Context: an optimization exercise on an open-source flow, tuned for small area, a short achievable clock period and few clock cycles per item. The choices shown serve that exercise and are no tape-out recipe. At most, simulation tests tie the RTL to the original design; equivalence was not proved. For runs 1, 2, 4 and 5, only the layout was checked, not whether the RTL still works. Power is estimated from default activity; no workload was simulated.

==> flow/design.v <==
module full_adder (
  input  in1,
  input  in2,
  input  cin,
  output sum,
  output cout
);
  assign sum  = in1 ^ in2 ^ cin;
  assign cout = (in1 & in2) | (in1 & cin) | (in2 & cin);
endmodule
module ripple_carry_adder #(
  parameter BUS_WIDTH = 32
) (
  input                  add_sub_b,
  input                  sign,
  input  [BUS_WIDTH-1:0] in1,
  input  [BUS_WIDTH-1:0] in2,
  output [BUS_WIDTH-1:0] out,
  output                 z,
  output                 n,
  output                 c,
  output                 v
);
  wire [BUS_WIDTH:0] carry;
  assign carry[0] = add_sub_b;
  assign z        = ~(|out);
  assign n        = (sign) ? out[BUS_WIDTH-1] : 1'b0;
  assign c        = carry[BUS_WIDTH];
  assign v        = (sign) ? carry[BUS_WIDTH] ^ carry[BUS_WIDTH-1] : 1'b0;
  genvar i;
  generate
    for (i = 0; i < BUS_WIDTH; i = i + 1) begin : rca_slice
      full_adder fa (
        .cin (carry[i]),
        .in1 (in1[i]),
        .in2 (in2[i] ^ add_sub_b),
        .sum (out[i]),
        .cout(carry[i+1])
      );
    end
  endgenerate
endmodule
module restoring_divider #(
  parameter DIV_WIDTH = 16
) (
  input                      clk,
  input                      rst_n,
  input                      start,
  input                      sign,
  input      [DIV_WIDTH-1:0] in1,
  input      [DIV_WIDTH-1:0] in2,
  output     [DIV_WIDTH-1:0] q,
  output     [DIV_WIDTH-1:0] r,
  output reg                 ready
);
  reg  [15:0] d_reg;      
  reg         aneg, bneg;
  reg  [15:0] r_reg;      
  reg  [15:0] a_reg;      
  reg  [3:0]  cnt;        
  reg         run, fix;
  reg         f_reg;      
  wire qneg = aneg ^ bneg;
  wire [19:0] x4 = {r_reg, a_reg[15:12]};
  reg  [15:0] tmask;      
  integer j;
  always @(*) begin
    for (j = 0; j < 16; j = j + 1)
      tmask[j] = ~|(d_reg >> (j + 1));
  end
  wire hi_set  = |x4[19:16] | |(x4[15:0] & tmask);
  wire lo_ones = &(x4[15:0] | tmask);
  wire cnt_le12 = ~(cnt[3] & cnt[2] & (cnt[1] | cnt[0]));
  wire skip    = ~hi_set & ~lo_ones & cnt_le12;
  wire done    = skip ? (cnt == 4'd12) : (cnt == 4'd15);
  wire [16:0] x   = {r_reg, a_reg[15]};
  wire [17:0] z   = {1'b0, x} + {2'b11, ~d_reg} + {17'd0, ~bneg};
  wire        qb  = ~z[17];
  wire        z_ones = &z[16:0];
  wire        sp  = aneg & f_reg;
  wire        needfix = aneg | bneg;
  always @(posedge clk) begin
    d_reg <= in2 ^ {16{sign & in2[15]}};
    aneg  <= sign & in1[15];
    bneg  <= sign & in2[15];
    if (!rst_n) begin
      ready <= 1'b1;
      run   <= 1'b0;
      fix   <= 1'b0;
    end else if (ready) begin
      if (start) begin
        ready <= 1'b0;
        run   <= 1'b1;
        cnt   <= 4'd0;
        r_reg <= 16'd0;
        a_reg <= in1 ^ {16{sign & in1[15]}};
      end
    end else if (run) begin
      if (skip) begin
        r_reg <= x4[15:0];
        a_reg <= {a_reg[11:0], {4{qneg}}};
        f_reg <= 1'b0;
        cnt   <= cnt + 4'd4;
      end else begin
        r_reg <= qb ? z[15:0] : x[15:0];
        a_reg <= {a_reg[14:0], qb ^ qneg};
        f_reg <= z_ones | (f_reg & x[0]);
        cnt   <= cnt + 4'd1;
      end
      if (done) begin
        run   <= 1'b0;
        fix   <= needfix;
        ready <= ~needfix;
      end
    end else if (fix) begin
      if (aneg) r_reg <= sp ? 16'd0 : ~r_reg;
      a_reg <= a_reg + {15'd0, sp ^ qneg};
      fix   <= 1'b0;
      ready <= 1'b1;
    end
  end
  assign q = a_reg;
  assign r = r_reg;
endmodule
==> flow/flow/run.sh <==
#!/bin/bash
# Standard ORFS layout (the standard.sh, standard synthesis), with two
# layout choices: plain buf_1 cells as the port buffers, and timing repair
# aiming for 10.5 ns of setup slack (a tighter target than the 15 ns clock
# needs). The SDC and clock period are unchanged. make's output goes to
# flow_make.log; each ORFS step keeps its own log under orfs/logs.
set -uo pipefail
bash standard.sh "BUFFER_PORTS_ARGS=-buffer_cell sky130_fd_sc_hd__buf_1" SETUP_SLACK_MARGIN=10.5  finish > flow_make.log 2>&1
==> flow/standard.sh <==
#!/bin/bash
# synth_recipe.tcl (not shown) runs the flow's synth.tcl, then flattens the netlist and writes it again
# the make line also repeats each setting of config.mk as NAME=value (left out here)
make -C /OpenROAD-flow-scripts/flow DESIGN_CONFIG=/design/flow/config.mk WORK_HOME=/design/flow/orfs CLKGATE_MAP_FILE= SYNTH_SCRIPT=/design/flow/synth_recipe.tcl "${@:-finish}"
==> flow/config.mk <==
export PLATFORM = sky130hd
export DESIGN_NAME = restoring_divider
export DESIGN_NICKNAME = restoring_divider
export VERILOG_FILES = /design/flow/design.v
export SDC_FILE = /design/flow/constraint.sdc
export NUM_CORES = 4
export LEC_CHECK = 0
export CAP_MARGIN = 20
export CORE_MARGIN = 2
export CORE_UTILIZATION = 40
export SLEW_MARGIN = 20
==> flow/constraint.sdc <==
create_clock -name core_clock -period 15.0 [get_ports {clk}]
set_input_delay 3.0000 -clock core_clock [delete_from_list [all_inputs] [get_ports {clk}]]
set_output_delay 3.0000 -clock core_clock [all_outputs]
set_load 0.01 [all_outputs]
==> flow_summary_export.csv, run 1 <==
group,metric,value,unit
outcome,status,"finished clean",
yosys,synth_cell_types,63,
floorplan,start_util,0.414,
critical_path,reg2reg_from,"a_reg[15]",
layout,drive_above_1_share,0.0768,
layout,fin_util,0.480,
power_and_ir_drop,power,0.000576,W
clocking,ctsRootBufferMaster,"clkbuf_16",
power_and_ir_drop,switching_share,0.321,
critical_path,r2r_slack,11.13,ns
yosys,muxShareOfSynthArea,0.0635,
yosys,seq_area_frac_synth,0.338,
placed_design,dp_worst_setup_slack,9.95,ns
critical_path,max_stage_delay,0.52,ns
clocking,cts_tree,"built",
yosys,synth_top_area_frac,0.245,
layout,area_growth,15.8,%
power_and_ir_drop,p_switching,0.000185,W
hold_path,hp-class,"reg -> reg",
detailed_routing,via_per_inst,5.70,
detailed_routing,drc,0,
layout,final_common_cell,"buf_1",
yosys,syn-mean-instance-area,8.99,um^2
yosys,synthArstFlopShare,0,
placed_design,gp_congestion,0.890,
hold_path,min_path_cells,2,
clocking,htree_num_levels,3,
layout,fin_cells,713,
global_routing,grt_pass1_wl,20300,um
global_routing,gr-usage-all-layers,0.204,
sta,finalSetupViolCount,0,
placed_design,dp_cells,696,
placed_design,dp_hpwl,9320,um
yosys,synth_area_leaders,"edfxtp_1, dfxtp_1, xnor2_1",
critical_path,regToRegEndpoint,"f_reg",
critical_path,critPathSlowestCell,"nand2_1",
power_and_ir_drop,p_per_area,110,nW/um^2
power_and_ir_drop,power_frac_seq,0.359,
critical_path,criticalPathCategory,"in -> reg",
clocking,clk_latency,0.33,ns
critical_path,cp_max_fo,16,
yosys,synth_top_family_by_area,"compound AO/OA/AOI/OAI gates",
detailed_routing,antenna_left,0,
floorplan,rows,38,
sta,fmax,235,MHz
sta,fin_ws,10.75,ns
sta,clock_skew,0.00706,ns
power_and_ir_drop,vdd_drop_max,0.0000607,V
layout,diodes,0,
clocking,hold_buffers,0,
detailed_routing,drt_first_pass_iters,6,
critical_path,worst_r2r_path_depth,10,
power_and_ir_drop,p_int,0.000391,W
clocking,cts_made_buffers,9,
yosys,synth-compound-area-share,0.194,
hold_path,hold_path.startpoint,"fix",
floorplan,ios,69,
layout,finalNetCount,627,
global_routing,grt_start_max_net_pins,35,
hold_path,hold_end,"fix",
sta,worst_slew_pin_slew,0.943,ns
floorplan,die_w,110,um
placed_design,io_buffers,68,
yosys,yosysWarnings,1,
floorplan,die_area,12200,um^2
sta,finalHoldViolations,0,
sta,max-slew-margin-rel,0.370,
global_routing,grt_pass1_vias,3983,
critical_path,crit_arrival,4.33,ns
clocking,cts_sinks,58,
clocking,clock_path_buffers,2,
sta,rsz0062_at_grt,"no",
yosys,synth_enable_flop_cells,37,
yosys,synth_area,4530,um^2
sta,timing.setup.tns,0,ns
critical_path,endpoint_kind,"flip-flop",
floorplan,die_h,110,um
detailed_routing,vias,4061,
detailed_routing,routedWlPerCell,17.5,um
yosys,synthSimpleGateAreaFrac,0.178,
yosys,ys_ff_latch,58,
critical_path,worstPathRequired,15.08,ns
yosys,synth-main-ff-cell,"edfxtp_1",
global_routing,antenna_found_initial,0,
sta,period_share,0.283,
critical_path,cp_cell_sequence,"buf_1 > nand2_1 > xnor2_1 > a221o_1",
global_routing,grt.overflow.total,0,
sta,post-route-min-period,4.25,ns
critical_path,start_kind,"input port",
yosys,postSynthCellCount,504,
yosys,synth_fa_ha_area_frac,0.0668,
layout,final_cell_mix,"buf_1, nand2_1, nor2_1",
detailed_routing,drt-total-wl,12500,um
yosys,yosysTopAreaCell,"edfxtp_1",
sta,slew_violations,0,
power_and_ir_drop,pwr-share-comb,0.278,
power_and_ir_drop,p_clk_frac,0.363,
job,maxCapViolCount,0,
clocking,path_clk_slew,0.05,ns
detailed_routing,drt_iter0_markers,378,
floorplan,coreArea,10900,um^2
yosys,synthXorXnorAreaFrac,0.116,
power_and_ir_drop,power_leakage,1.95,nW
==> routing by layer <==
metal	up-vias	share of wire	GRT usage
met5	-	0	0
met4	0	0.028	0.0892
met3	27	0.057	0.0318
met2	154	0.47	0.328
met1	1905	0.45	0.273
li1	1975	-	-
==> kinds of logic after synthesis <==
family / count (synthesis)
AND/OR/NAND/NOR: 157
AO/OA/AOI/OAI: 132
XOR/XNOR: 60
flip-flops: 58
buffers and inverters: 47
multiplexers: 27
adder cells (fa/ha/maj): 23
==> worst max-delay path: cells and delay by family <==
kind / cells / cell delay [ns]
AOI/OAI and AO/OA: 1 / 0.38
xor gates and xnor gates: 1 / 0.30
buffers and inverters: 1 / 0.13
and+or+nand+nor: 1 / 0.52
==> synth_stat cells (7+ instances only) <==
master    instances
xnor2_1          32
nand3_1          16
nand2_1          44
nor2b_1           9
a211oi_1          7
clkbuf_1         11
edfxtp_1         37
inv_1            29
dfxtp_1          21
ha_1             21
a31oi_1          10
o22ai_1          10
mux2i_1          19
xor2_1           28
o21ai_0          33
nor2_1           43
nor3_1            7
a21oi_1          27
==> worst max-delay path by stage <==
stage | slack [ns] | startpoint | to
global placement | 9.95 | start | r_reg[12]
CTS | 10.58 | rst_n | r_reg[12]
floorplan | 10.50 | start | r_reg[0]
detailed placement | 9.95 | start | r_reg[14]
global route | 10.65 | rst_n | r_reg[10]
finish | 10.75 | sign | a_reg[9]
==> power groups by stage <==
| stage | Combinational, W | Clock, W | Sequential (W) |
|---|---|---|---|
| after floorplan | 0.000117 | 0 | 0.000206 |
| after global placement | 0.000154 | 0 | 0.000210 |
| after detailed placement | 0.000157 | 0 | 0.000210 |
| after CTS | 0.000158 | 0.000212 | 0.000207 |
| after global routing | 0.000179 | 0.000219 | 0.000209 |
| final | 0.000160 | 0.000209 | 0.000207 |
==> cell type report <==
type,instances,area (um^2)
clock buffer,11,253
tap,140,175
multi-input combinational,399,2840
fill,1067,5690
sequential,58,1530
timing repair buffer,71,290
inverter,29,109
clock inverter,5,52.6
==> per-stage QoR <==
stage	area, um^2	hold WS, ns
final	5250	0.559
after detailed placement	4910	0.550
after floorplan	4550	0.494
after global routing	5250	0.567
after CTS	5220	0.557
after global placement	4910	0.557
==> what timing repair did <==
item,4_1_cts,5_1_grt
pin swaps,0,0
gates resized for setup,1,0
setup buffers,0,1
endpoints found under the setup margin,16,16
==> run 2, diff against run 1 <==
--- a/flow/design.v
+++ b/flow/design.v
@@ -61,7 +61,7 @@
   reg         run, fix;
   reg         f_reg;      
   wire qneg = aneg ^ bneg;
-  wire [19:0] x4 = {r_reg, a_reg[15:12]};
+  wire [19:0] x4 = {r_reg, a_reg[15:12] ^ {4{aneg}}};
   reg  [15:0] tmask;      
   integer j;
   always @(*) begin
@@ -73,7 +73,7 @@
   wire cnt_le12 = ~(cnt[3] & cnt[2] & (cnt[1] | cnt[0]));
   wire skip    = ~hi_set & ~lo_ones & cnt_le12;
   wire done    = skip ? (cnt == 4'd12) : (cnt == 4'd15);
-  wire [16:0] x   = {r_reg, a_reg[15]};
+  wire [16:0] x   = {r_reg, a_reg[15] ^ aneg};
   wire [17:0] z   = {1'b0, x} + {2'b11, ~d_reg} + {17'd0, ~bneg};
   wire        qb  = ~z[17];
   wire        z_ones = &z[16:0];
@@ -93,7 +93,7 @@
         run   <= 1'b1;
         cnt   <= 4'd0;
         r_reg <= 16'd0;
-        a_reg <= in1 ^ {16{sign & in1[15]}};
+        a_reg <= in1;
       end
     end else if (run) begin
       if (skip) begin
==> run 2 against run 1 <==
Against the previous run: first-iteration DRC count down 30%; utilization down 2.1 points; worst hold slack worse by 0.032 ns; clock power down 38%; still clean on timing, DRC and antenna.
==> flow_summary_export.csv, run 2 <==
group,metric,value,unit
outcome,status,"finished clean",
layout,multi_input_area,2690,um^2
yosys,synth_area_leaders,"edfxtp_1, dfxtp_1, xnor2_1",
power_and_ir_drop,power_leakage,1.86,nW
clocking,path_clk_slew,0.07,ns
sta,fmax,236,MHz
layout,final_common_cell,"buf_1",
layout,fill_cells,1106,
clocking,cts_sinks,58,
sta,slew_violations,0,
critical_path,reg2reg_from,"cnt[0]",
hold_path,hold_path.startpoint,"fix",
critical_path,criticalPathCategory,"reg -> out",
floorplan,coreArea,10800,um^2
job,maxCapViolCount,0,
detailed_routing,vias,3987,
floorplan,die_w,109,um
clocking,cts_resized,0,
detailed_routing,highest_layer,"met4",
sta,rsz0062_at_grt,"no",
yosys,synth_area,4430,um^2
clocking,hold_buffers,0,
detailed_routing,wl_met3,560,um
power_and_ir_drop,p_per_area,95.9,nW/um^2
sta,finalHoldViolations,0,
critical_path,max_stage_delay,0.69,ns
yosys,synth_commonest_cells,"edfxtp_1, nor2_1, xnor2_1",
yosys,syn-mean-instance-area,9.02,um^2
detailed_routing,drt_iter0_markers,265,
layout,finalNetCount,614,
detailed_routing,drc,0,
critical_path,worstPathRequired,12.00,ns
yosys,synthArstFlopShare,0,
yosys,seq_area_frac_synth,0.346,
detailed_routing,dr_wl_met2,5640,um
clocking,postCtsSetupBuffers,0,
placed_design,gp_congestion,0.829,
critical_path,start_kind,"flip-flop",
detailed_routing,routedWlPerCell,16.8,um
critical_path,cp_cell_sequence,"buf_1",
sta,finalSetupViolCount,0,
global_routing,grt_pass1_vias,3749,
global_routing,grt.overflow.total,0,
layout,fin_util,0.459,
clocking,htree_num_levels,3,
sta,clock_skew,0.00863,ns
detailed_routing,via_per_inst,5.70,
critical_path,crit_arrival,1.23,ns
yosys,ys_ff_latch,58,
yosys,yosysTopAreaCell,"edfxtp_1",
clocking,cts_made_buffers,9,
critical_path,worst_r2r_path_depth,10,
yosys,yosysWarnings,1,
floorplan,rows,38,
placed_design,io_buffers,68,
critical_path,cp_max_fo,15,
hold_path,hold_end,"ready",
critical_path,endpoint_kind,"primary output",
detailed_routing,drt-met1-wl,5420,um
floorplan,start_util,0.408,
sta,post-route-min-period,4.23,ns
global_routing,antenna_found_initial,0,
critical_path,crit_buf_inv,1,
sta,worst_slew_pin_slew,0.919,ns
layout,drive_above_1_share,0.0661,
clocking,clk_latency,0.34,ns
floorplan,ios,69,
clocking,ctsRootBufferMaster,"clkbuf_8",
hold_path,hp-class,"reg -> reg",
power_and_ir_drop,vdd_drop_max,0.0000473,V
global_routing,gr-usage-all-layers,0.206,
detailed_routing,antenna_left,0,
yosys,synth-main-ff-cell,"edfxtp_1",
placed_design,dp_hpwl,8760,um
clocking,cts_tree,"built",
hold_path,min_path_cells,2,
critical_path,regToRegEndpoint,"r_reg[15]",
critical_path,critPathSlowestCell,"dfxtp_1",
detailed_routing,drt_first_pass_iters,5,
detailed_routing,drt-total-wl,11800,um
clocking,clock_path_buffers,2,
sta,timing.setup.tns,0,ns
sta,period_share,0.282,
layout,diodes,0,
yosys,synth_cell_types,69,
global_routing,grt_start_max_net_pins,30,
sta,max-slew-margin-rel,0.371,
global_routing,grt_pass1_wl,19200,um
floorplan,die_h,109,um
yosys,postSynthCellCount,491,
critical_path,worst_path_dominant_cell_family,"flip-flops",
layout,regArea,1530,um^2
floorplan,die_area,11900,um^2
yosys,synth_enable_flop_cells,37,
yosys,synth_top_area_frac,0.251,
layout,final_cell_mix,"buf_1, nor2_1, edfxtp_1",
layout,area_growth,12.5,%
critical_path,r2r_slack,11.15,ns
## run 2: area by class of cell
| cell class | instances | area share |
|---|---|---|
| Clock buffer | 13 | 0.0319 |
| Clock inverter | 3 | 0.00276 |
| Inverter | 32 | 0.0241 |
| Multi-Input combinational cell | 381 | 0.540 |
| Sequential cell | 58 | 0.308 |
| Tap cell | 140 | 0.0352 |
| Timing Repair Buffer | 73 | 0.0588 |
## run 2: metal layers
metal  GRT usage  up-vias
li1            -     1945
met1       0.283     1931
met2       0.339       99
met3      0.0299       12
met4      0.0561        0
met5           0        -
## run 2: cells by family after synthesis
logic type,share of synthesized area
flops,0.346
buf+inv,0.0489
compound gates,0.205
xor+xnor,0.0950
simple gates,0.172
fa+ha+maj,0.0684
mux,0.0639
## run 2: worst max path at each step
stage | startpoint | to | slack [ns] | cells after the start
5_1_grt | ready | ready | 10.73 | 1
6_report | ready | ready | 10.77 | 1
3_3_place_gp | rst_n | r_reg[11] | 10.81 | 4
3_5_place_dp | rst_n | r_reg[11] | 10.78 | 4
4_1_cts | ready | ready | 10.77 | 1
2_1_floorplan | rst_n | r_reg[0] | 10.69 | 2
## run 2: tightest hold or removal path, delay by kind of cell, from the launching register on
kind,cells,cell delay [ns]
AOI/OAI and AO/OA,1,0.08
DFF,1,0.37
and+or+nand+nor,1,0.06
## run 2: stage by stage
step | total power, W | std cells | cell area, um^2 | setup slack [ns] | hold slack, ns
floorplan | 0.000311 | 491 | 4430 | 10.69 | 0.462
global placement | 0.000348 | 683 | 4800 | 10.81 | 0.517
detailed placement | 0.000351 | 683 | 4800 | 10.78 | 0.503
CTS | 0.000480 | 699 | 4970 | 10.77 | 0.534
global route | 0.000507 | 700 | 4980 | 10.73 | 0.592
finish | 0.000478 | 700 | 4980 | 10.77 | 0.527
## run 2: power by group
group / internal [W] / switching (W) / total, W / leakage, nW
clock: 0.0000679 / 0.0000609 / 0.000129 / 0.0908
combinational: 0.0000606 / 0.0000831 / 0.000144 / 1.24
sequential: 0.000186 / 0.0000194 / 0.000205 / 0.526
total: 0.000314 / 0.000163 / 0.000478 / 1.86
==> run 3, diff against run 2 <==
--- a/flow/design.v
+++ b/flow/design.v
@@ -58,8 +58,9 @@
   reg  [15:0] r_reg;      
   reg  [15:0] a_reg;      
   reg  [3:0]  cnt;        
-  reg         run, fix;
+  reg         run, fix;   
   reg         f_reg;      
+  wire idle = ~run & ~fix;
   wire qneg = aneg ^ bneg;
   wire [19:0] x4 = {r_reg, a_reg[15:12] ^ {4{aneg}}};
   reg  [15:0] tmask;      
@@ -87,7 +88,7 @@
       ready <= 1'b1;
       run   <= 1'b0;
       fix   <= 1'b0;
-    end else if (ready) begin
+    end else if (idle) begin
       if (start) begin
         ready <= 1'b0;
         run   <= 1'b1;
@@ -112,7 +113,7 @@
         fix   <= needfix;
         ready <= ~needfix;
       end
-    end else if (fix) begin
+    end else begin
       if (aneg) r_reg <= sp ? 16'd0 : ~r_reg;
       a_reg <= a_reg + {15'd0, sp ^ qneg};
       fix   <= 1'b0;
==> flow/flow/run.sh (replaced) <==
#!/bin/bash
# Standard ORFS layout (the standard.sh, standard synthesis), with two
# layout choices: plain buf_1 cells as the port buffers, and timing repair
# aiming for 10.9 ns of setup slack (a tighter target than the 15 ns clock
# needs). The SDC and clock period are unchanged. make's output goes to
# flow_make.log; each ORFS step keeps its own log under orfs/logs.
set -uo pipefail
bash standard.sh "BUFFER_PORTS_ARGS=-buffer_cell sky130_fd_sc_hd__buf_1" SETUP_SLACK_MARGIN=10.9  finish > flow_make.log 2>&1
==> run 3 against run 2 <==
Against the previous run: sequential cell count unchanged; die area down 2.8%; global-route usage down 1.0 points; critical endpoint is now r[6]; still clean; via count down 4.0%; sequential power up 2%; highest routed layer unchanged.
==> flow_summary_export.csv, run 3 <==
group,metric,value,unit
yosys,postSynthCellCount,484,
yosys,syn-mean-instance-area,8.89,um^2
global_routing,grt_start_max_net_pins,46,
yosys,yosysWarnings,1,
layout,finalNetCount,622,
critical_path,start_kind,"flip-flop",
yosys,synth_area_leaders,"edfxtp_1, dfxtp_1, xnor2_1",
yosys,synth_most_common_cell,"nor2_1",
global_routing,gr-usage-all-layers,0.196,
sta,timing.setup.tns,0,ns
detailed_routing,via_per_inst,5.44,
critical_path,crit_buf_inv,1,
yosys,synthArstFlopShare,0,
hold_path,hp-class,"reg -> reg",
global_routing,grt_pass1_vias,3639,
hold_path,min_path_cells,2,
outcome,status,"finished clean",
detailed_routing,drt_iter0_markers,225,
hold_path,hold_end,"ready",
floorplan,start_util,0.415,
floorplan,die_area,11600,um^2
clocking,cts_tree,"built",
layout,final_common_cell,"buf_1",
yosys,synth_enable_flop_cells,37,
clocking,cts_made_buffers,9,
floorplan,die_h,108,um
job,maxCapViolCount,0,
sta,max-slew-margin-rel,0.468,
critical_path,worst_r2r_path_depth,12,
layout,fin_cells,704,
global_routing,antenna_found_initial,0,
yosys,synth_cell_types,48,
critical_path,regToRegEndpoint,"f_reg",
hold_path,hold_path.startpoint,"ready",
global_routing,grt.overflow.total,0,
placed_design,placed_area,4670,um^2
floorplan,rows,37,
critical_path,cp_max_fo,7,
clocking,clk_latency,0.34,ns
yosys,synth-main-ff-cell,"edfxtp_1",
clocking,htree_num_levels,3,
sta,post-route-min-period,4.07,ns
critical_path,cp_cell_sequence,"buf_1",
detailed_routing,drt_first_pass_iters,5,
critical_path,worst_path_dominant_cell_family,"flip-flops",
sta,finalHoldViolations,0,
global_routing,grt_pass1_wl,17800,um
critical_path,endpoint_kind,"primary output",
yosys,synth_area,4300,um^2
critical_path,crit_arrival,1.07,ns
critical_path,criticalPathCategory,"reg -> out",
sta,slew_violations,0,
placed_design,io_buffers,68,
power_and_ir_drop,p_per_area,104,nW/um^2
sta,finalSetupViolCount,0,
detailed_routing,antenna_left,0,
yosys,yosysTopAreaCell,"edfxtp_1",
floorplan,die_w,108,um
floorplan,ios,69,
floorplan,coreArea,10400,um^2
layout,drive_above_1_share,0.100,
detailed_routing,drt-total-wl,11000,um
yosys,synth_top_area_frac,0.258,
power_and_ir_drop,power_leakage,1.90,nW
sta,rsz0062_at_grt,"no",
layout,area_growth,16.6,%
clocking,cts_sinks,58,
critical_path,reg2reg_from,"aneg",
yosys,seq_area_frac_synth,0.356,
detailed_routing,routedWlPerCell,15.6,um
detailed_routing,vias,3828,
power_and_ir_drop,vdd_drop_max,0.0000345,V
sta,fmax,246,MHz
placed_design,dp_worst_setup_slack,10.57,ns
clocking,path_clk_slew,0.07,ns
detailed_routing,drc,0,
placed_design,dp_hpwl,7980,um
critical_path,worstPathRequired,12.00,ns
sta,period_share,0.272,
clocking,hold_buffers,0,
layout,final_cell_mix,"buf_1, nor2_1, a21oi_1",
yosys,ys_ff_latch,58,
placed_design,dp_cells,670,
sta,worst_slew_pin_slew,0.796,ns
sta,fin_ws,10.93,ns
critical_path,max_stage_delay,0.54,ns
critical_path,r2r_slack,11.19,ns
placed_design,gp_congestion,0.834,
clocking,ctsRootBufferMaster,"clkbuf_8",
yosys,synth_commonest_cells,"nor2_1, a21oi_1, xnor2_1",
critical_path,critPathSlowestCell,"edfxtp_1",
layout,diodes,0,
sta,clock_skew,0.00854,ns
clocking,clock_path_buffers,2,
critical_path,worst-path-stages,1,
layout,fin_area,5010,um^2
==> run 3: layout make-up <==
class	instances	area, um^2
clock inverter	4	25.0
fill	1047	5360
clock buffer	12	165
sequential	58	1530
inverter	31	116
tap	136	170
multi-input combinational	375	2600
timing repair buffer	88	405
==> run 3: per-layer routing <==
layer / GRT usage / up-vias / wire length, um / part of all wire
met3: 0.0393 / 14 / 612 / 0.056
met2: 0.319 / 109 / 5210 / 0.47
met5: 0 / - / 0 / 0
met1: 0.255 / 1803 / 5030 / 0.46
met4: 0.0751 / 0 / 150 / 0.014
li1: - / 1902 / - / -
==> run 3: where the power goes <==
| group | leakage, nW | switching, W | internal [W] |
|---|---|---|---|
| combinational | 1.27 | 0.0000928 | 0.0000796 |
| sequential | 0.534 | 0.0000207 | 0.000189 |
| clock | 0.0960 | 0.0000662 | 0.0000729 |
| total | 1.90 | 0.000180 | 0.000341 |
==> run 3: cell families (layout without fill, tap and decap cells) <==
| logic type | after synthesis | after routing | share of synthesized area |
|---|---|---|---|
| and+or+nand+nor | 142 | 142 | 0.157 |
| buffers and inverters | 51 | 135 | 0.0457 |
| muxes | 40 | 40 | 0.0966 |
| xor gates and xnor gates | 52 | 52 | 0.106 |
| adders and majority gates | 23 | 23 | 0.0704 |
| DFF | 58 | 58 | 0.356 |
| AOI/OAI and AO/OA | 118 | 118 | 0.168 |
==> run 3: worst max-delay path by stage <==
stage / from / endpoint / slack [ns]
2_1_floorplan: rst_n / r_reg[0] / 10.96
3_3_place_gp: rst_n / r_reg[11] / 10.61
3_5_place_dp: rst_n / r_reg[11] / 10.57
4_1_cts: r_reg[3] / r[3] / 10.91
5_1_grt: r_reg[7] / r[7] / 10.90
6_report: r_reg[6] / r[6] / 10.93
==> run 3: stage by stage <==
step	power, W	hold slack (ns)	utilization
after floorplan	0.000333	0.530	-
after global placement	0.000373	0.502	0.450
after detailed placement	0.000376	0.510	0.450
after CTS	0.000516	0.522	0.469
after global routing	0.000553	0.564	0.483
final	0.000521	0.518	0.483
==> run 3: repair_timing <==
item                                    4_1_cts  5_1_grt
endpoints found under the setup margin        1       34
gates resized for setup                       0        3
setup buffers                                 1       17
Testbench counts of run 3, summed over its fixed seeds: cycles 18,830, items 1,600.
==> run 4, diff against run 3 <==
--- a/flow/design.v
+++ b/flow/design.v
@@ -62,7 +62,7 @@
   reg         f_reg;      
   wire idle = ~run & ~fix;
   wire qneg = aneg ^ bneg;
-  wire [19:0] x4 = {r_reg, a_reg[15:12] ^ {4{aneg}}};
+  wire [19:0] x4 = {r_reg, a_reg[15:12]};
   reg  [15:0] tmask;      
   integer j;
   always @(*) begin
@@ -74,7 +74,7 @@
   wire cnt_le12 = ~(cnt[3] & cnt[2] & (cnt[1] | cnt[0]));
   wire skip    = ~hi_set & ~lo_ones & cnt_le12;
   wire done    = skip ? (cnt == 4'd12) : (cnt == 4'd15);
-  wire [16:0] x   = {r_reg, a_reg[15] ^ aneg};
+  wire [16:0] x   = {r_reg, a_reg[15]};
   wire [17:0] z   = {1'b0, x} + {2'b11, ~d_reg} + {17'd0, ~bneg};
   wire        qb  = ~z[17];
   wire        z_ones = &z[16:0];
@@ -94,7 +94,7 @@
         run   <= 1'b1;
         cnt   <= 4'd0;
         r_reg <= 16'd0;
-        a_reg <= in1;
+        a_reg <= in1 ^ {16{sign & in1[15]}};
       end
     end else if (run) begin
       if (skip) begin
==> flow/flow/run.sh (replaced) <==
#!/bin/bash
# Standard ORFS layout (the standard.sh, standard synthesis), with two
# layout choices: plain buf_1 cells as the port buffers, and timing repair
# aiming for 10.7 ns of setup slack (a tighter target than the 15 ns clock
# needs). The SDC and clock period are unchanged. make's output goes to
# flow_make.log; each ORFS step keeps its own log under orfs/logs.
set -uo pipefail
bash standard.sh "BUFFER_PORTS_ARGS=-buffer_cell sky130_fd_sc_hd__buf_1" SETUP_SLACK_MARGIN=10.7  finish > flow_make.log 2>&1
==> run 4 against run 3 <==
Against the previous run: area after synthesis rose by 4.6%; first-iteration DRC count up 29%; critical path depth unchanged; global-route usage is 0.82 points higher; synthesized cell count is 8.7% higher; critical endpoint is now q[15]; highest routed layer unchanged.
==> flow_summary_export.csv, run 4 <==
group,metric,value,unit
outcome,status,"finished clean",
yosys,synth_cell_types,62,
sta,timing.setup.tns,0,ns
critical_path,start_kind,"flip-flop",
detailed_routing,drc,0,
power_and_ir_drop,p_clk_frac,0.260,
job,maxCapViolCount,0,
layout,area_growth,12.5,%
detailed_routing,drt_first_pass_iters,5,
layout,final_common_cell,"buf_1",
detailed_routing,via_per_inst,5.57,
layout,final_cell_mix,"buf_1, nor2_1, nand2_1",
sta,worst_slew_pin_slew,0.727,ns
sta,slew_violations,0,
critical_path,cp_max_fo,8,
yosys,synth-main-ff-cell,"edfxtp_1",
placed_design,gp_congestion,0.840,
detailed_routing,vias,4063,
floorplan,die_h,110,um
layout,diodes,0,
yosys,yosysTopAreaCell,"edfxtp_1",
floorplan,coreArea,10900,um^2
sta,max-slew-margin-rel,0.514,
sta,finalSetupViolCount,0,
global_routing,antenna_found_initial,0,
floorplan,rows,38,
clocking,cts_tree,"built",
yosys,yosysWarnings,1,
clocking,cts_sinks,58,
power_and_ir_drop,vdd_drop_max,0.0000514,V
clocking,htree_num_levels,3,
layout,fin_util,0.465,
critical_path,cp_cell_sequence,"buf_1",
yosys,postSynthCellCount,526,
floorplan,ios,69,
sta,clock_skew,0.0133,ns
yosys,synthArstFlopShare,0,
power_and_ir_drop,pwr-share-comb,0.332,
global_routing,grt.overflow.total,0,
sta,rsz0062_at_grt,"no",
clocking,path_clk_slew,0.07,ns
floorplan,start_util,0.413,
detailed_routing,antenna_left,0,
detailed_routing,drt_iter0_markers,290,
layout,multi_input_area,2760,um^2
clocking,postCtsSetupBuffers,0,
yosys,synth_most_common_cell,"nor2_1",
yosys,synth_area_leaders,"edfxtp_1, dfxtp_1, xnor2_1",
yosys,ys_ff_latch,58,
sta,finalHoldWorstSlack,0.451,ns
global_routing,grt_pass1_wl,19100,um
critical_path,max_stage_delay,0.60,ns
power_and_ir_drop,p_switching,0.000182,W
global_routing,grt_pass1_vias,3860,
critical_path,endpoint_kind,"primary output",
detailed_routing,drt-total-wl,11900,um
yosys,synth_commonest_cells,"nor2_1, nand2_1, edfxtp_1",
yosys,synth_top_area_frac,0.247,
sta,fmax,241,MHz
layout,regArea,1530,um^2
yosys,synth_area,4500,um^2
sta,post-route-min-period,4.15,ns
yosys,syn-mean-instance-area,8.55,um^2
power_and_ir_drop,p_per_area,103,nW/um^2
layout,finalNetCount,645,
critical_path,worstPathRequired,12.00,ns
detailed_routing,routedWlPerCell,16.2,um
clocking,clock_path_buffers,2,
global_routing,gr-usage-all-layers,0.204,
clocking,hold_buffers,0,
sta,finalHoldViolations,0,
layout,drive_above_1_share,0.0559,
clocking,ctsRootBufferMaster,"clkbuf_8",
critical_path,worst_path_dominant_cell_family,"flip-flops",
power_and_ir_drop,power_frac_seq,0.408,
global_routing,grt_start_max_net_pins,38,
yosys,seq_area_frac_synth,0.340,
power_and_ir_drop,switching_share,0.350,
placed_design,io_buffers,68,
layout,fill_cells,1114,
clocking,cts_made_buffers,9,
clocking,clk_latency,0.35,ns
critical_path,crit_arrival,1.15,ns
floorplan,die_area,12100,um^2
placed_design,dp_hpwl,8830,um
critical_path,criticalPathCategory,"reg -> out",
yosys,synth_enable_flop_cells,37,
critical_path,crit_buf_inv,1,
critical_path,critPathSlowestCell,"edfxtp_1",
sta,period_share,0.277,
power_and_ir_drop,power_leakage,1.90,nW
power_and_ir_drop,p_int,0.000338,W
floorplan,die_w,110,um
hold_path,hp-class,"reg -> reg",
## run 4: per-layer routing
layer,routed length [um],part of all wire,vias to the layer above,GRT usage
met5,0,0,-,0
met4,141,0.012,0,0.0687
met3,617,0.052,13,0.0270
met2,5530,0.47,123,0.330
met1,5570,0.47,1899,0.280
li1,-,-,2028,-
## run 4: worst paths after layout
path	startpoint	endpoint	slack (ns)	cells after the start
max	a_reg[15]	q[15]	10.85	1
min	run	run	0.45	1
max reg2reg	a_reg[15]	f_reg	10.99	11
min reg2reg	run	run	0.45	1
## run 4: kinds of logic after synthesis
kind of cell / share of synthesized area
flops: 0.340
mux: 0.0150
simple gates: 0.193
xor+xnor: 0.117
compound gates: 0.217
fa+ha+maj: 0.0673
buf+inv: 0.0506
## run 4: metrics by stage
| step | std cells | setup WS (ns) | total power, W | instance area, um^2 |
|---|---|---|---|---|
| 2_1_floorplan | 526 | 10.74 | 0.000339 | 4500 |
| 3_3_place_gp | 714 | 10.17 | 0.000382 | 4860 |
| 3_5_place_dp | 714 | 10.18 | 0.000385 | 4860 |
| 4_1_cts | 729 | 10.70 | 0.000521 | 5040 |
| 5_1_grt | 730 | 10.72 | 0.000555 | 5060 |
| 6_report | 730 | 10.85 | 0.000520 | 5060 |
## run 4: power groups by stage
| stage | Combinational, W | Clock (W) | Sequential (W) |
|---|---|---|---|
| 2_1_floorplan | 0.000128 | 0 | 0.000211 |
| 3_3_place_gp | 0.000167 | 0 | 0.000215 |
| 3_5_place_dp | 0.000170 | 0 | 0.000215 |
| 4_1_cts | 0.000171 | 0.000139 | 0.000212 |
| 5_1_grt | 0.000194 | 0.000146 | 0.000215 |
| 6_report | 0.000173 | 0.000135 | 0.000212 |
## run 4: cell type report
class	instances	share of cell area
Multi-Input combinational cell	413	0.546
Tap cell	140	0.0346
Clock buffer	10	0.0252
Sequential cell	58	0.303
Clock inverter	5	0.00915
Timing Repair Buffer	73	0.0593
Inverter	31	0.0230
## run 4: repair_timing
action | 4_1_cts | 5_1_grt
setup endpoints to repair | 34 | 3
resized for setup | 2 | 2
hold endpoints to repair | 0 | 0
==> run 5, diff against run 4 <==
==> flow/flow/run.sh (replaced) <==
#!/bin/bash
# Standard ORFS layout (the standard.sh, standard synthesis), with two
# layout choices: plain buf_1 cells as the port buffers, and timing repair
# aiming for 11 ns of setup slack (a tighter target than the 15 ns clock
# needs). The SDC and clock period are unchanged. make's output goes to
# flow_make.log; each ORFS step keeps its own log under orfs/logs.
set -uo pipefail
bash standard.sh "BUFFER_PORTS_ARGS=-buffer_cell sky130_fd_sc_hd__buf_1" SETUP_SLACK_MARGIN=11  finish > flow_make.log 2>&1
==> run 5 against run 4 <==
Against the previous run: non-clock buffer count up 37; first-iteration DRC count is 15% higher; die area unchanged; worst setup slack improved by 0.13 ns; clock skew fell by 0.0045 ns; fmax increased by 3.3%; sequential cell count is the same; power rose by 4.8%; utilization grew 2.8 points; clock power up 5%; via count is 7.6% higher.
==> flow_summary_export.csv, run 5 <==
group,metric,value,unit
outcome,status,"finished clean",
yosys,seq_area_frac_synth,0.340,
critical_path,reg2reg_from,"a_reg[15]",
clocking,htree_num_levels,3,
global_routing,grt_pass1_wl,20800,um
floorplan,die_h,110,um
yosys,yosysTopAreaCell,"edfxtp_1",
sta,max-slew-margin-rel,0.513,
detailed_routing,via_per_inst,5.68,
floorplan,rows,38,
hold_path,hold_end,"ready",
yosys,synth_commonest_cells,"nor2_1, nand2_1, edfxtp_1",
layout,multi_input_area,2780,um^2
placed_design,io_buffers,68,
yosys,synth-main-ff-cell,"edfxtp_1",
power_and_ir_drop,p_clk_frac,0.261,
critical_path,cp_max_fo,3,
floorplan,start_util,0.413,
power_and_ir_drop,p_switching,0.000195,W
hold_path,min_path_cells,1,
yosys,synth_area_leaders,"edfxtp_1, dfxtp_1, xnor2_1",
floorplan,die_area,12100,um^2
layout,final_cell_mix,"nor2_1, buf_1, nand2_1",
critical_path,regToRegEndpoint,"f_reg",
yosys,postSynthCellCount,526,
sta,timing.setup.tns,0,ns
critical_path,r2r_slack,11.22,ns
job,maxCapViolCount,0,
detailed_routing,drt-total-wl,13300,um
detailed_routing,routedWlPerCell,17.2,um
sta,finalSetupViolCount,0,
sta,clock_skew,0.00887,ns
detailed_routing,drc,0,
clocking,ctsRootBufferMaster,"clkbuf_8",
power_and_ir_drop,power,0.000545,W
floorplan,ios,69,
power_and_ir_drop,vdd_drop_max,0.0000501,V
floorplan,die_w,110,um
yosys,synth_top_area_frac,0.247,
critical_path,crit_buf_inv,1,
global_routing,grt.overflow.total,0,
critical_path,cp_cell_sequence,"buf_1",
critical_path,worstPathRequired,12.00,ns
sta,finalHoldViolations,0,
clocking,cts_tree,"built",
layout,area_growth,19.4,%
placed_design,dp_cells,715,
global_routing,grt_pass1_vias,4053,
clocking,clk_latency,0.35,ns
yosys,synth_cell_types,62,
detailed_routing,antenna_left,0,
sta,period_share,0.268,
yosys,syn-mean-instance-area,8.55,um^2
placed_design,dp_worst_setup_slack,10.63,ns
sta,post-route-min-period,4.02,ns
power_and_ir_drop,switching_share,0.358,
clocking,path_clk_slew,0.07,ns
layout,finalNetCount,682,
critical_path,crit_arrival,1.02,ns
power_and_ir_drop,p_per_area,102,nW/um^2
critical_path,critPathSlowestCell,"edfxtp_1",
critical_path,endpoint_kind,"primary output",
clocking,cts_made_buffers,9,
detailed_routing,vias,4373,
layout,drive_above_1_share,0.124,
yosys,synthArstFlopShare,0,
detailed_routing,drt_iter0_markers,334,
global_routing,antenna_found_initial,0,
yosys,ys_ff_latch,58,
critical_path,worst_path_dominant_cell_family,"flip-flops",
placed_design,dp_hpwl,9050,um
sta,worst_slew_pin_slew,0.729,ns
sta,fin_ws,10.98,ns
clocking,cts_sinks,58,
power_and_ir_drop,pwr-share-comb,0.370,
clocking,clock_path_buffers,2,
hold_path,hold_path.startpoint,"ready",
yosys,synth_area,4500,um^2
global_routing,gr-usage-all-layers,0.227,
sta,finalHoldWorstSlack,0.499,ns
power_and_ir_drop,power_leakage,2.10,nW
hold_path,hp-class,"reg -> reg",
floorplan,coreArea,10900,um^2
power_and_ir_drop,p_int,0.000350,W
placed_design,gp_congestion,0.822,
critical_path,worst_r2r_path_depth,11,
critical_path,start_kind,"flip-flop",
sta,rsz0062_at_grt,"yes",
power_and_ir_drop,power_frac_seq,0.369,
global_routing,grt_start_max_net_pins,38,
critical_path,max_stage_delay,0.50,ns
yosys,synth_enable_flop_cells,37,
layout,fin_cells,770,
critical_path,criticalPathCategory,"reg -> out",
sta,slew_violations,0,
yosys,yosysWarnings,1,
layout,regArea,1530,um^2
detailed_routing,drt_first_pass_iters,5,
yosys,synth_most_common_cell,"nor2_1",
sta,fmax,249,MHz
layout,fill_cells,1052,
## run 5: logic make-up after synthesis
kind of cell | after synthesis | share of synthesized area
buffers and inverters | 55 | 0.0506
XOR/XNOR | 60 | 0.117
adder cells (fa/ha/maj) | 23 | 0.0673
AND/OR/NAND/NOR | 183 | 0.193
AO/OA/AOI/OAI | 141 | 0.217
multiplexers | 6 | 0.0150
flip-flops | 58 | 0.340
## run 5: how the worst max path moves through the flow
stage                  start   endpoint  slack, ns  cells after the start
finish              r_reg[6]       r[6]      10.98                      1
global route        r_reg[6]       r[6]      10.97                      1
detailed placement      sign   a_reg[5]      10.63                      6
global placement       rst_n  r_reg[14]      10.67                      3
floorplan               sign  a_reg[14]      11.01                      6
CTS                 r_reg[6]       r[6]      10.98                      1
## run 5: metal layers
layer  global-route usage  part of all wire  vias up
li1                     -                 -     2113
met1                0.324              0.46     2089
met2                0.337              0.45      154
met3               0.0388             0.072       17
met4               0.0958             0.019        0
met5                    0                 0        -
## run 5: timing repair
item	in CTS	in global routing
setup buffers	32	5
cloned	0	0
pin swaps	0	0
gates resized for setup	1	6
hold buffers	0	0
hold endpoints to repair	0	0
endpoints found under the setup margin	30	49
## run 5: final cells by class
type                       instances  area share
timing repair buffer             110       0.107
antenna                            2    0.000932
sequential                        58       0.285
tap                              140      0.0326
multi-input combinational        413       0.518
inverter                          31      0.0217
clock buffer                      10      0.0238
clock inverter                     6      0.0107
## run 5: per-stage QoR
| stage | cell area [um^2] | utilization |
|---|---|---|
| after floorplan | 4520 | - |
| after detailed placement | 4880 | 0.449 |
| final | 5370 | 0.493 |
| after CTS | 5310 | 0.488 |
| after global placement | 4880 | 0.449 |
| after global routing | 5370 | 0.493 |
## run 5: power by group through the flow
stage | Clock, W | Combinational, W | Sequential (W)
after floorplan | 0 | 0.000129 | 0.000211
final | 0.000142 | 0.000202 | 0.000201
after global placement | 0 | 0.000169 | 0.000215
after detailed placement | 0 | 0.000172 | 0.000215
after CTS | 0.000144 | 0.000197 | 0.000201
after global routing | 0.000149 | 0.000224 | 0.000203
==> run 6, diff against run 5 <==
--- a/flow/design.v
+++ b/flow/design.v
@@ -62,7 +62,7 @@
   reg         f_reg;      
   wire idle = ~run & ~fix;
   wire qneg = aneg ^ bneg;
-  wire [19:0] x4 = {r_reg, a_reg[15:12]};
+  wire [19:0] x4 = {r_reg, a_reg[15:12] ^ {4{aneg}}};
   reg  [15:0] tmask;      
   integer j;
   always @(*) begin
@@ -74,7 +74,7 @@
   wire cnt_le12 = ~(cnt[3] & cnt[2] & (cnt[1] | cnt[0]));
   wire skip    = ~hi_set & ~lo_ones & cnt_le12;
   wire done    = skip ? (cnt == 4'd12) : (cnt == 4'd15);
-  wire [16:0] x   = {r_reg, a_reg[15]};
+  wire [16:0] x   = {r_reg, a_reg[15] ^ aneg};
   wire [17:0] z   = {1'b0, x} + {2'b11, ~d_reg} + {17'd0, ~bneg};
   wire        qb  = ~z[17];
   wire        z_ones = &z[16:0];
@@ -94,7 +94,7 @@
         run   <= 1'b1;
         cnt   <= 4'd0;
         r_reg <= 16'd0;
-        a_reg <= in1 ^ {16{sign & in1[15]}};
+        a_reg <= in1;
       end
     end else if (run) begin
       if (skip) begin
==> flow/flow/run.sh (replaced) <==
#!/bin/bash
# Standard ORFS layout (the standard.sh, standard synthesis), with two
# layout choices: plain buf_1 cells as the port buffers, and timing repair
# aiming for 10.7 ns of setup slack (a tighter target than the 15 ns clock
# needs). The SDC and clock period are unchanged. make's output goes to
# flow_make.log; each ORFS step keeps its own log under orfs/logs.
set -uo pipefail
bash standard.sh "BUFFER_PORTS_ARGS=-buffer_cell sky130_fd_sc_hd__buf_1" SETUP_SLACK_MARGIN=10.7 REMOVE_ABC_BUFFERS=1 finish > flow_make.log 2>&1
==> run 6 against run 5 <==
Against the previous run: die area shrank 4.2%; area after synthesis decreased by 4.4%; first-iteration DRC count is 14% lower; sequential cell count stayed put; power shrank 5.4%; clock power barely moved; worst hold slack better by 0.038 ns; largest cell class unchanged.
==> flow_summary_export.csv, run 6 <==
group,metric,value,unit
sta,post-route-min-period,4.11,ns
hold_path,hp-class,"reg -> reg",
critical_path,worst_path_dominant_cell_family,"flip-flops",
clocking,htree_num_levels,3,
detailed_routing,drt_first_pass_iters,4,
detailed_routing,drc,0,
detailed_routing,via_per_inst,5.42,
sta,finalHoldViolations,0,
layout,drive_above_1_share,0.0672,
layout,final_cell_mix,"buf_1, nor2_1, a21oi_1",
floorplan,start_util,0.415,
yosys,synthArstFlopShare,0,
yosys,synth_cell_types,48,
yosys,synth_area_leaders,"edfxtp_1, dfxtp_1, xnor2_1",
floorplan,die_area,11600,um^2
critical_path,crit_buf_inv,1,
sta,rsz0062_at_grt,"no",
critical_path,cp_cell_sequence,"buf_1",
floorplan,ios,69,
clocking,path_clk_slew,0.07,ns
yosys,seq_area_frac_synth,0.356,
yosys,yosysTopAreaCell,"edfxtp_1",
yosys,yosysWarnings,1,
global_routing,met3_usage,0.0333,
layout,area_growth,13.3,%
critical_path,regToRegEndpoint,"f_reg",
critical_path,crit_arrival,1.11,ns
clocking,hold_buffers,0,
clocking,ctsRootBufferMaster,"clkbuf_8",
floorplan,die_h,108,um
power_and_ir_drop,vdd_drop_max,0.0000444,V
clocking,postCtsSetupBuffers,0,
sta,period_share,0.274,
critical_path,reg2reg_from,"aneg",
yosys,synth_enable_flop_cells,37,
critical_path,start_kind,"flip-flop",
yosys,synth-main-ff-cell,"edfxtp_1",
layout,diodes,0,
critical_path,criticalPathCategory,"reg -> out",
clocking,cts_tree,"built",
detailed_routing,drt_iter0_markers,286,
sta,max-slew-margin-rel,0.387,
floorplan,rows,37,
yosys,syn-mean-instance-area,8.89,um^2
critical_path,worst_r2r_path_depth,12,
clocking,clk_latency,0.35,ns
yosys,synth-compound-area-share,0.168,
clocking,clock_path_buffers,2,
floorplan,die_w,108,um
detailed_routing,drt-total-wl,11000,um
hold_path,hold_end,"ready",
outcome,status,"finished clean",
power_and_ir_drop,p_per_area,106,nW/um^2
global_routing,grt_start_max_net_pins,46,
yosys,synthXorXnorAreaFrac,0.106,
sta,finalSetupViolCount,0,
yosys,synth_area,4300,um^2
sta,clock_skew,0.0100,ns
critical_path,worstPathRequired,12.00,ns
yosys,synth_top_area_frac,0.258,
global_routing,grt_pass1_vias,3499,
hold_path,min_path_cells,2,
clocking,cts_sinks,58,
yosys,synth_commonest_cells,"nor2_1, a21oi_1, xnor2_1",
yosys,synth_fa_ha_area_frac,0.0704,
layout,fin_util,0.470,
sta,fmax,243,MHz
power_and_ir_drop,power_leakage,1.81,nW
global_routing,use_met2,0.306,
layout,finalNetCount,605,
clocking,cts_made_buffers,9,
detailed_routing,antenna_left,0,
yosys,synth_most_common_cell,"nor2_1",
global_routing,grt.overflow.total,0,
job,maxCapViolCount,0,
global_routing,gr-usage-all-layers,0.194,
critical_path,endpoint_kind,"primary output",
hold_path,hold_path.startpoint,"ready",
critical_path,r2r_slack,11.03,ns
global_routing,grt_pass1_wl,17600,um
sta,worst_slew_pin_slew,0.918,ns
yosys,synthSimpleGateAreaFrac,0.157,
sta,slew_violations,0,
critical_path,critPathSlowestCell,"edfxtp_1",
detailed_routing,vias,3721,
global_routing,busiest_layer,"met2",
critical_path,max_stage_delay,0.57,ns
yosys,ys_ff_latch,58,
placed_design,dp_hpwl,8150,um
sta,timing.setup.tns,0,ns
floorplan,coreArea,10400,um^2
global_routing,antenna_found_initial,0,
placed_design,io_buffers,68,
critical_path,cp_max_fo,8,
yosys,postSynthCellCount,484,
placed_design,gp_congestion,0.863,
yosys,muxShareOfSynthArea,0.0966,
global_routing,use_met1,0.270,
layout,final_common_cell,"buf_1",
detailed_routing,routedWlPerCell,16.0,um
yosys,synth_top_family_by_area,"compound AO/OA/AOI/OAI gates",
run 6: worst max path at each step:
stage / from / end / slack, ns / cells after the start
2_1_floorplan: rst_n / r_reg[0] / 10.59 / 2
3_3_place_gp: rst_n / r_reg[3] / 10.12 / 3
3_5_place_dp: rst_n / r_reg[4] / 10.01 / 3
4_1_cts: aneg / f_reg / 10.81 / 12
5_1_grt: aneg / f_reg / 10.73 / 12
6_report: r_reg[0] / r[0] / 10.89 / 1
run 6: cell families after synthesis:
logic type / Yosys count
mux: 40
xor+xnor: 52
simple gates: 142
compound gates: 118
buf+inv: 51
fa+ha+maj: 23
flops: 58
run 6: metrics by stage:
step | power [W] | hold WS [ns] | worst slack (ns) | cell area, um^2 | std cells
after floorplan | 0.000331 | 0.530 | 10.59 | 4220 | 464
after CTS | 0.000517 | 0.537 | 10.81 | 4860 | 687
after global placement | 0.000373 | 0.497 | 10.12 | 4680 | 671
final | 0.000516 | 0.538 | 10.89 | 4870 | 687
after global routing | 0.000546 | 0.566 | 10.73 | 4870 | 687
after detailed placement | 0.000376 | 0.525 | 10.01 | 4680 | 671
run 6: where the power goes:
group	switching (W)	leakage, nW	internal, W	total (W)
sequential	0.0000219	0.533	0.000189	0.000210
combinational	0.0000898	1.19	0.0000742	0.000164
clock	0.0000660	0.0874	0.0000753	0.000141
run 6: routing by layer:
metal  up-vias  routed length, um
li1       1861                  -
met1      1757               5220
met2        86               5130
met3        17                454
met4         0                173
met5         -                  0
run 6: what timing repair did:
| item | in CTS | in global routing |
|---|---|---|
| resized for setup | 2 | 2 |
| setup endpoints to repair | 16 | 12 |
| hold endpoints to repair | 0 | 0 |
run 6: layout make-up:
cell class              count  area [um^2]
multi-input cells         375         2590
repair buffers             71          278
flip-flops and latches     58         1530
clock buffers              10          128
clock inverters             6         57.6
fillers                  1053         5500
inverters                  31          116
well taps                 136          170
Testbench counts of run 6, summed over its fixed seeds: cycles 18,830, items 1,600.
==> run 7, diff against run 6 <==
==> flow/flow/run.sh (replaced) <==
#!/bin/bash
# Standard ORFS layout (the standard.sh, standard synthesis), with two
# layout choices: plain buf_1 cells as the port buffers, and timing repair
# aiming for 10.6 ns of setup slack (a tighter target than the 15 ns clock
# needs). The SDC and clock period are unchanged. make's output goes to
# flow_make.log; each ORFS step keeps its own log under orfs/logs.
set -uo pipefail
bash standard.sh "BUFFER_PORTS_ARGS=-buffer_cell sky130_fd_sc_hd__buf_1" SETUP_SLACK_MARGIN=10.6  finish > flow_make.log 2>&1
==> run 7 against run 6 <==
Against the previous run: fmax is 0.28% higher; sequential share of layout area is 0.16 points higher; clock skew is 0.0036 ns higher; synthesized cell count stayed put; worst hold slack worse by 0.00067 ns; sequential cell count stayed put; global-route usage is 0.27 points lower; via count is 1.0% lower; sequential power hardly changed; final area is 0.51% lower; critical path type unchanged; largest power group unchanged.
==> flow_summary_export.csv, run 7 <==
group,metric,value,unit
placed_design,io_buffers,68,
clocking,cts_sinks,58,
yosys,synth_cell_types,48,
layout,final_cell_mix,"buf_1, nor2_1, a21oi_1",
floorplan,start_util,0.415,
critical_path,crit_buf_inv,1,
critical_path,crit_arrival,1.10,ns
sta,post-route-min-period,4.10,ns
layout,area_growth,12.7,%
yosys,seq_area_frac_synth,0.356,
floorplan,rows,37,
yosys,muxShareOfSynthArea,0.0966,
layout,diodes,0,
global_routing,gr-usage-all-layers,0.192,
sta,worst_slew_pin_slew,0.817,ns
yosys,synthArstFlopShare,0,
detailed_routing,drt_first_pass_iters,5,
power_and_ir_drop,power,0.000498,W
yosys,synth-main-ff-cell,"edfxtp_1",
detailed_routing,drt-total-wl,10600,um
yosys,synth_fa_ha_area_frac,0.0704,
sta,finalHoldViolations,0,
critical_path,start_kind,"flip-flop",
critical_path,worst_path_dominant_cell_family,"flip-flops",
yosys,synthXorXnorAreaFrac,0.106,
layout,finalNetCount,605,
global_routing,grt_pass1_wl,17400,um
yosys,synth_area_leaders,"edfxtp_1, dfxtp_1, xnor2_1",
yosys,synth_enable_flop_cells,37,
power_and_ir_drop,p_per_area,103,nW/um^2
yosys,synth-compound-area-share,0.168,
critical_path,cp_max_fo,8,
sta,clock_skew,0.0136,ns
sta,rsz0062_at_grt,"no",
sta,slew_violations,0,
detailed_routing,via_per_inst,5.36,
critical_path,endpoint_kind,"primary output",
clocking,ctsRootBufferMaster,"clkbuf_8",
global_routing,grt.overflow.total,0,
clocking,htree_num_levels,3,
critical_path,cp_cell_sequence,"buf_1",
yosys,postSynthCellCount,484,
yosys,synth_commonest_cells,"nor2_1, a21oi_1, xnor2_1",
yosys,synth_top_area_frac,0.258,
yosys,synth_top_family_by_area,"compound AO/OA/AOI/OAI gates",
yosys,yosysTopAreaCell,"edfxtp_1",
clocking,cts_tree,"built",
placed_design,gp_congestion,0.840,
sta,timing.setup.tns,0,ns
clocking,clk_latency,0.35,ns
placed_design,dp_hpwl,7810,um
yosys,yosysWarnings,1,
clocking,clock_path_buffers,2,
yosys,synth_area,4300,um^2
critical_path,worstPathRequired,12.00,ns
job,maxCapViolCount,0,
layout,drive_above_1_share,0.0672,
yosys,ys_ff_latch,58,
critical_path,criticalPathCategory,"reg -> out",
floorplan,die_area,11600,um^2
yosys,synth_most_common_cell,"nor2_1",
global_routing,antenna_found_initial,0,
detailed_routing,vias,3683,
yosys,synthSimpleGateAreaFrac,0.157,
floorplan,ios,69,
critical_path,critPathSlowestCell,"edfxtp_1",
sta,max-slew-margin-rel,0.454,
floorplan,die_h,108,um
hold_path,hp-class,"reg -> reg",
sta,period_share,0.274,
floorplan,die_w,108,um
clocking,cts_made_buffers,9,
outcome,status,"finished clean",
global_routing,grt_pass1_vias,3546,
layout,final_common_cell,"buf_1",
sta,fmax,244,MHz
power_and_ir_drop,vdd_drop_max,0.0000398,V
sta,finalSetupViolCount,0,
detailed_routing,drt_iter0_markers,221,
floorplan,coreArea,10400,um^2
global_routing,grt_start_max_net_pins,46,
critical_path,max_stage_delay,0.56,ns
detailed_routing,routedWlPerCell,15.4,um
clocking,path_clk_slew,0.07,ns
power_and_ir_drop,power_leakage,1.80,nW
detailed_routing,antenna_left,0,
yosys,syn-mean-instance-area,8.89,um^2
detailed_routing,drc,0,
[run 7: cell counts after synthesis]
No cell type changed its count.
[run 7: cell families after synthesis]
family,after synthesis
simple gates,142
compound gates,118
flops,58
xor+xnor,52
buf+inv,51
mux,40
fa+ha+maj,23
[run 7: worst paths after layout]
path / from / endpoint / slack, ns / cells past startpoint
max: r_reg[0] / r[0] / 10.90 / 1
min: ready / ready / 0.54 / 2
max reg2reg: aneg / r_reg[0] / 11.10 / 11
min reg2reg: ready / ready / 0.54 / 2
[run 7: final cells by class]
cell class	instances	area (um^2)
fillers	1061	5520
multi-input cells	375	2590
flip-flops and latches	58	1530
repair buffers	71	278
well taps	136	170
clock buffers	11	131
inverters	31	116
clock inverters	5	31.3
[run 7: stage by stage]
stage	cells	util	instance area, um^2	hold WS (ns)	worst slack, ns
after floorplan	484	-	4300	0.530	10.74
after CTS	687	0.467	4840	0.541	10.68
after global placement	671	0.451	4680	0.500	10.29
after global routing	687	0.468	4850	0.568	10.67
after detailed placement	671	0.451	4680	0.531	10.29
final	687	0.468	4850	0.537	10.90
[run 7: timing repair]
action / 4_1_cts / 5_1_grt
resized for setup: 0 / 2
hold buffers: 0 / 0
buffers inserted: 0 / 0
setup endpoints to repair: 0 / 18
[run 7: report_power, final]
group / leakage, nW / switching (W) / internal, W
clock: 0.0831 / 0.0000654 / 0.0000593
sequential: 0.533 / 0.0000217 / 0.000189
combinational: 1.19 / 0.0000886 / 0.0000743
total: 1.80 / 0.000176 / 0.000322
[run 7: per-layer routing]
layer | GRT usage | up-vias | share of wire
met3 | 0.0400 | 19 | 0.060
met1 | 0.257 | 1689 | 0.46
met2 | 0.304 | 110 | 0.46
met5 | 0 | - | 0
met4 | 0.0714 | 0 | 0.019
li1 | - | 1865 | -
[run 7: worst reg2reg max path, stage by stage (launching register included)]
cell	delay, ns
dfxtp_1	0.59
xnor2_2	0.22
fa_1	0.45
nor2b_1	0.11
o21ai_0	0.10
o21ai_0	0.45
a22o_1	0.28
o211ai_1	0.14
nand2_1	0.58
mux2_2	0.41
mux2_2	0.27
o22ai_1	0.12
==> run 8, diff against run 7 <==
==> flow/flow/run.sh (replaced) <==
#!/bin/bash
# Standard ORFS layout (the standard.sh, standard synthesis), with two
# layout choices: plain buf_1 cells as the port buffers, and timing repair
# aiming for 10.8 ns of setup slack (a tighter target than the 15 ns clock
# needs). The SDC and clock period are unchanged. make's output goes to
# flow_make.log; each ORFS step keeps its own log under orfs/logs.
set -uo pipefail
bash standard.sh "BUFFER_PORTS_ARGS=-buffer_cell sky130_fd_sc_hd__buf_1" SETUP_SLACK_MARGIN=10.8  finish > flow_make.log 2>&1
==> run 8 against run 7 <==
Against the previous run: worst hold slack lost 0.020 ns; final area grew 0.49%; clock-buffer cell count up 1; final cell count is 0.15% lower; die area stayed put; combinational power barely moved; critical path depth did not move; via count up 1.5%.
==> flow_summary_export.csv, run 8 <==
group,metric,value,unit
outcome,status,"finished clean",
layout,area_growth,13.3,%
sta,rsz0062_at_grt,"no",
global_routing,grt.overflow.total,0,
placed_design,dp_hpwl,7980,um
sta,fmax,244,MHz
detailed_routing,via_per_inst,5.45,
power_and_ir_drop,power,0.000513,W
placed_design,io_buffers,68,
placed_design,gp_congestion,0.834,
critical_path,criticalPathCategory,"reg -> out",
detailed_routing,drt-total-wl,10700,um
floorplan,rows,37,
detailed_routing,antenna_left,0,
clocking,postCtsSetupBuffers,0,
global_routing,grt_start_max_net_pins,46,
sta,slew_violations,0,
sta,max-slew-margin-rel,0.470,
clocking,cts_tree,"built",
detailed_routing,drt_first_pass_iters,4,
global_routing,gr-usage-all-layers,0.195,
placed_design,dp_worst_setup_slack,10.57,ns
critical_path,endpoint_kind,"primary output",
job,maxCapViolCount,0,
critical_path,crit_buf_inv,1,
critical_path,critPathSlowestCell,"edfxtp_1",
power_and_ir_drop,vdd_drop_max,0.0000347,V
layout,finalNetCount,604,
floorplan,die_w,108,um
detailed_routing,drt_iter0_markers,232,
layout,drive_above_1_share,0.0709,
critical_path,crit_arrival,1.11,ns
floorplan,die_h,108,um
clocking,cts_sinks,58,
yosys,yosysWarnings,1,
layout,final_cell_mix,"buf_1, nor2_1, a21oi_1",
power_and_ir_drop,p_per_area,105,nW/um^2
floorplan,coreArea,10400,um^2
yosys,synth_area_leaders,"edfxtp_1, dfxtp_1, xnor2_1",
sta,clock_skew,0.00939,ns
critical_path,cp_cell_sequence,"buf_1",
power_and_ir_drop,power_leakage,1.81,nW
critical_path,start_kind,"flip-flop",
sta,worst_slew_pin_slew,0.794,ns
sta,post-route-min-period,4.11,ns
clocking,ctsRootBufferMaster,"clkbuf_8",
sta,finalSetupViolCount,0,
critical_path,worst_path_dominant_cell_family,"flip-flops",
critical_path,worstPathRequired,12.00,ns
clocking,htree_num_levels,3,
yosys,postSynthCellCount,484,
global_routing,antenna_found_initial,0,
yosys,ys_ff_latch,58,
yosys,synth_area,4300,um^2
yosys,synth_most_common_cell,"nor2_1",
layout,regArea,1530,um^2
sta,timing.setup.tns,0,ns
global_routing,grt_pass1_wl,17700,um
layout,diodes,0,
floorplan,die_area,11600,um^2
yosys,synth_cell_types,48,
yosys,synth-main-ff-cell,"edfxtp_1",
yosys,seq_area_frac_synth,0.356,
critical_path,max_stage_delay,0.57,ns
clocking,clk_latency,0.34,ns
hold_path,hp-class,"reg -> reg",
clocking,cts_made_buffers,9,
layout,multi_input_area,2590,um^2
global_routing,grt_pass1_vias,3639,
detailed_routing,vias,3740,
yosys,synthArstFlopShare,0,
placed_design,dp_cells,670,
detailed_routing,routedWlPerCell,15.6,um
sta,period_share,0.274,
clocking,path_clk_slew,0.07,ns
floorplan,start_util,0.415,
yosys,syn-mean-instance-area,8.89,um^2
yosys,synth_commonest_cells,"nor2_1, a21oi_1, xnor2_1",
layout,final_common_cell,"buf_1",
floorplan,ios,69,
detailed_routing,drc,0,
layout,fill_cells,1059,
critical_path,cp_max_fo,8,
yosys,synth_enable_flop_cells,37,
sta,finalHoldViolations,0,
layout,fin_cells,686,
yosys,yosysTopAreaCell,"edfxtp_1",
clocking,clock_path_buffers,2,
yosys,synth_top_area_frac,0.258,
sta,fin_ws,10.89,ns
==> run 8: tightest hold or removal path: cells and delay by family, from the launching register on <==
| kind | cells | cell delay (ns) |
|---|---|---|
| DFF | 1 | 0.32 |
| AOI/OAI and AO/OA | 1 | 0.09 |
| and+or+nand+nor | 1 | 0.07 |
==> run 8: cell families (layout without fill, tap and decap cells) <==
logic type               count (synthesis)  in the layout  synth area share
adder cells (fa/ha/maj)                 23             23            0.0704
AO/OA/AOI/OAI                          118            118             0.168
buffers and inverters                   51            117            0.0457
multiplexers                            40             40            0.0966
flip-flops                              58             58             0.356
XOR/XNOR                                52             52             0.106
AND/OR/NAND/NOR                        142            142             0.157
==> run 8: path summary, 6_finish.rpt <==
check / startpoint / end / slack, ns / cells after the start
min: ready / ready / 0.52 / 2
max: r_reg[0] / r[0] / 10.89 / 1
min reg2reg: ready / ready / 0.52 / 2
max reg2reg: aneg / f_reg / 11.21 / 12
==> run 8: what timing repair did <==
item,CTS,global route
gates resized for setup,0,2
hold buffers,0,0
setup endpoints to repair,0,10
==> run 8: area by class of cell <==
type,count,area share
Sequential cell,58,0.315
Multi-Input combinational cell,375,0.532
Clock inverter,4,0.00514
Clock buffer,12,0.0339
Tap cell,136,0.0349
Inverter,31,0.0239
Timing Repair Buffer,70,0.0555
==> run 8: report_power, final <==
group          switching [W]  total (W)  internal, W
clock              0.0000660   0.000139    0.0000729
combinational      0.0000893   0.000164    0.0000744
sequential         0.0000221   0.000211     0.000189
==> run 8: per-layer routing <==
layer	vias up	wire length, um	GRT usage	share of wire
met4	0	146	0.0751	0.014
met3	14	522	0.0393	0.049
met5	-	0	0	0
met2	89	5060	0.315	0.47
met1	1772	4990	0.254	0.47
li1	1865	-	-	-
==> run 8: stage by stage <==
stage               utilization  cell area [um^2]  hold slack, ns
global route              0.470              4870           0.564
global placement          0.450              4670           0.502
CTS                       0.469              4860           0.522
floorplan                     -              4300           0.530
detailed placement        0.450              4670           0.510
finish                    0.470              4870           0.517

separate check: timing with driven ports:
Ports are ideal in the flow. The routed layouts listed here were re-timed in OpenROAD.
Step 1 (the two cells are an assumption about what drives the block):
set clk [get_ports {clk}]
set_driving_cell -lib_cell sky130_fd_sc_hd__clkbuf_16 $clk
set_driving_cell -lib_cell sky130_fd_sc_hd__buf_2 [delete_from_list [all_inputs] $clk]
Step 2 times the ports against the registers' clock, not the clock port: input delays grow and output delays shrink by t, the midpoint of the rising clock arrivals with the driver on.
a / b / c = no drivers / after step 1 / after step 2; a / b = the first two.
run	t, ns	setup slack, ns	worst setup path at the end	clock arrival spread, ns	pins driven straight from the clock port
run 1	0.365	10.751 / 10.762 / 10.397	input to register	0.007 / 0.007	1
run 2	0.372	10.767 / 10.731 / 10.753	input to register	0.009 / 0.008	1
run 3	0.371	10.927 / 10.894 / 10.723	input to register	0.009 / 0.009	1
run 4	0.373	10.849 / 10.817 / 10.526	input to register	0.013 / 0.013	1
run 5	0.380	10.983 / 10.952 / 10.726	input to register	0.009 / 0.009	1
run 6	0.374	10.885 / 10.853 / 10.534	input to register	0.010 / 0.010	1
run 7	0.382	10.897 / 10.863 / 10.628	input to register	0.013 / 0.014	1
run 8	0.369	10.894 / 10.861 / 10.583	input to register	0.010 / 0.009	1
After both steps every run listed still meets setup and hold. The setup slack of run 1, which loses most, moves by +0.011 ns with the drivers and by -0.354 ns with both steps.
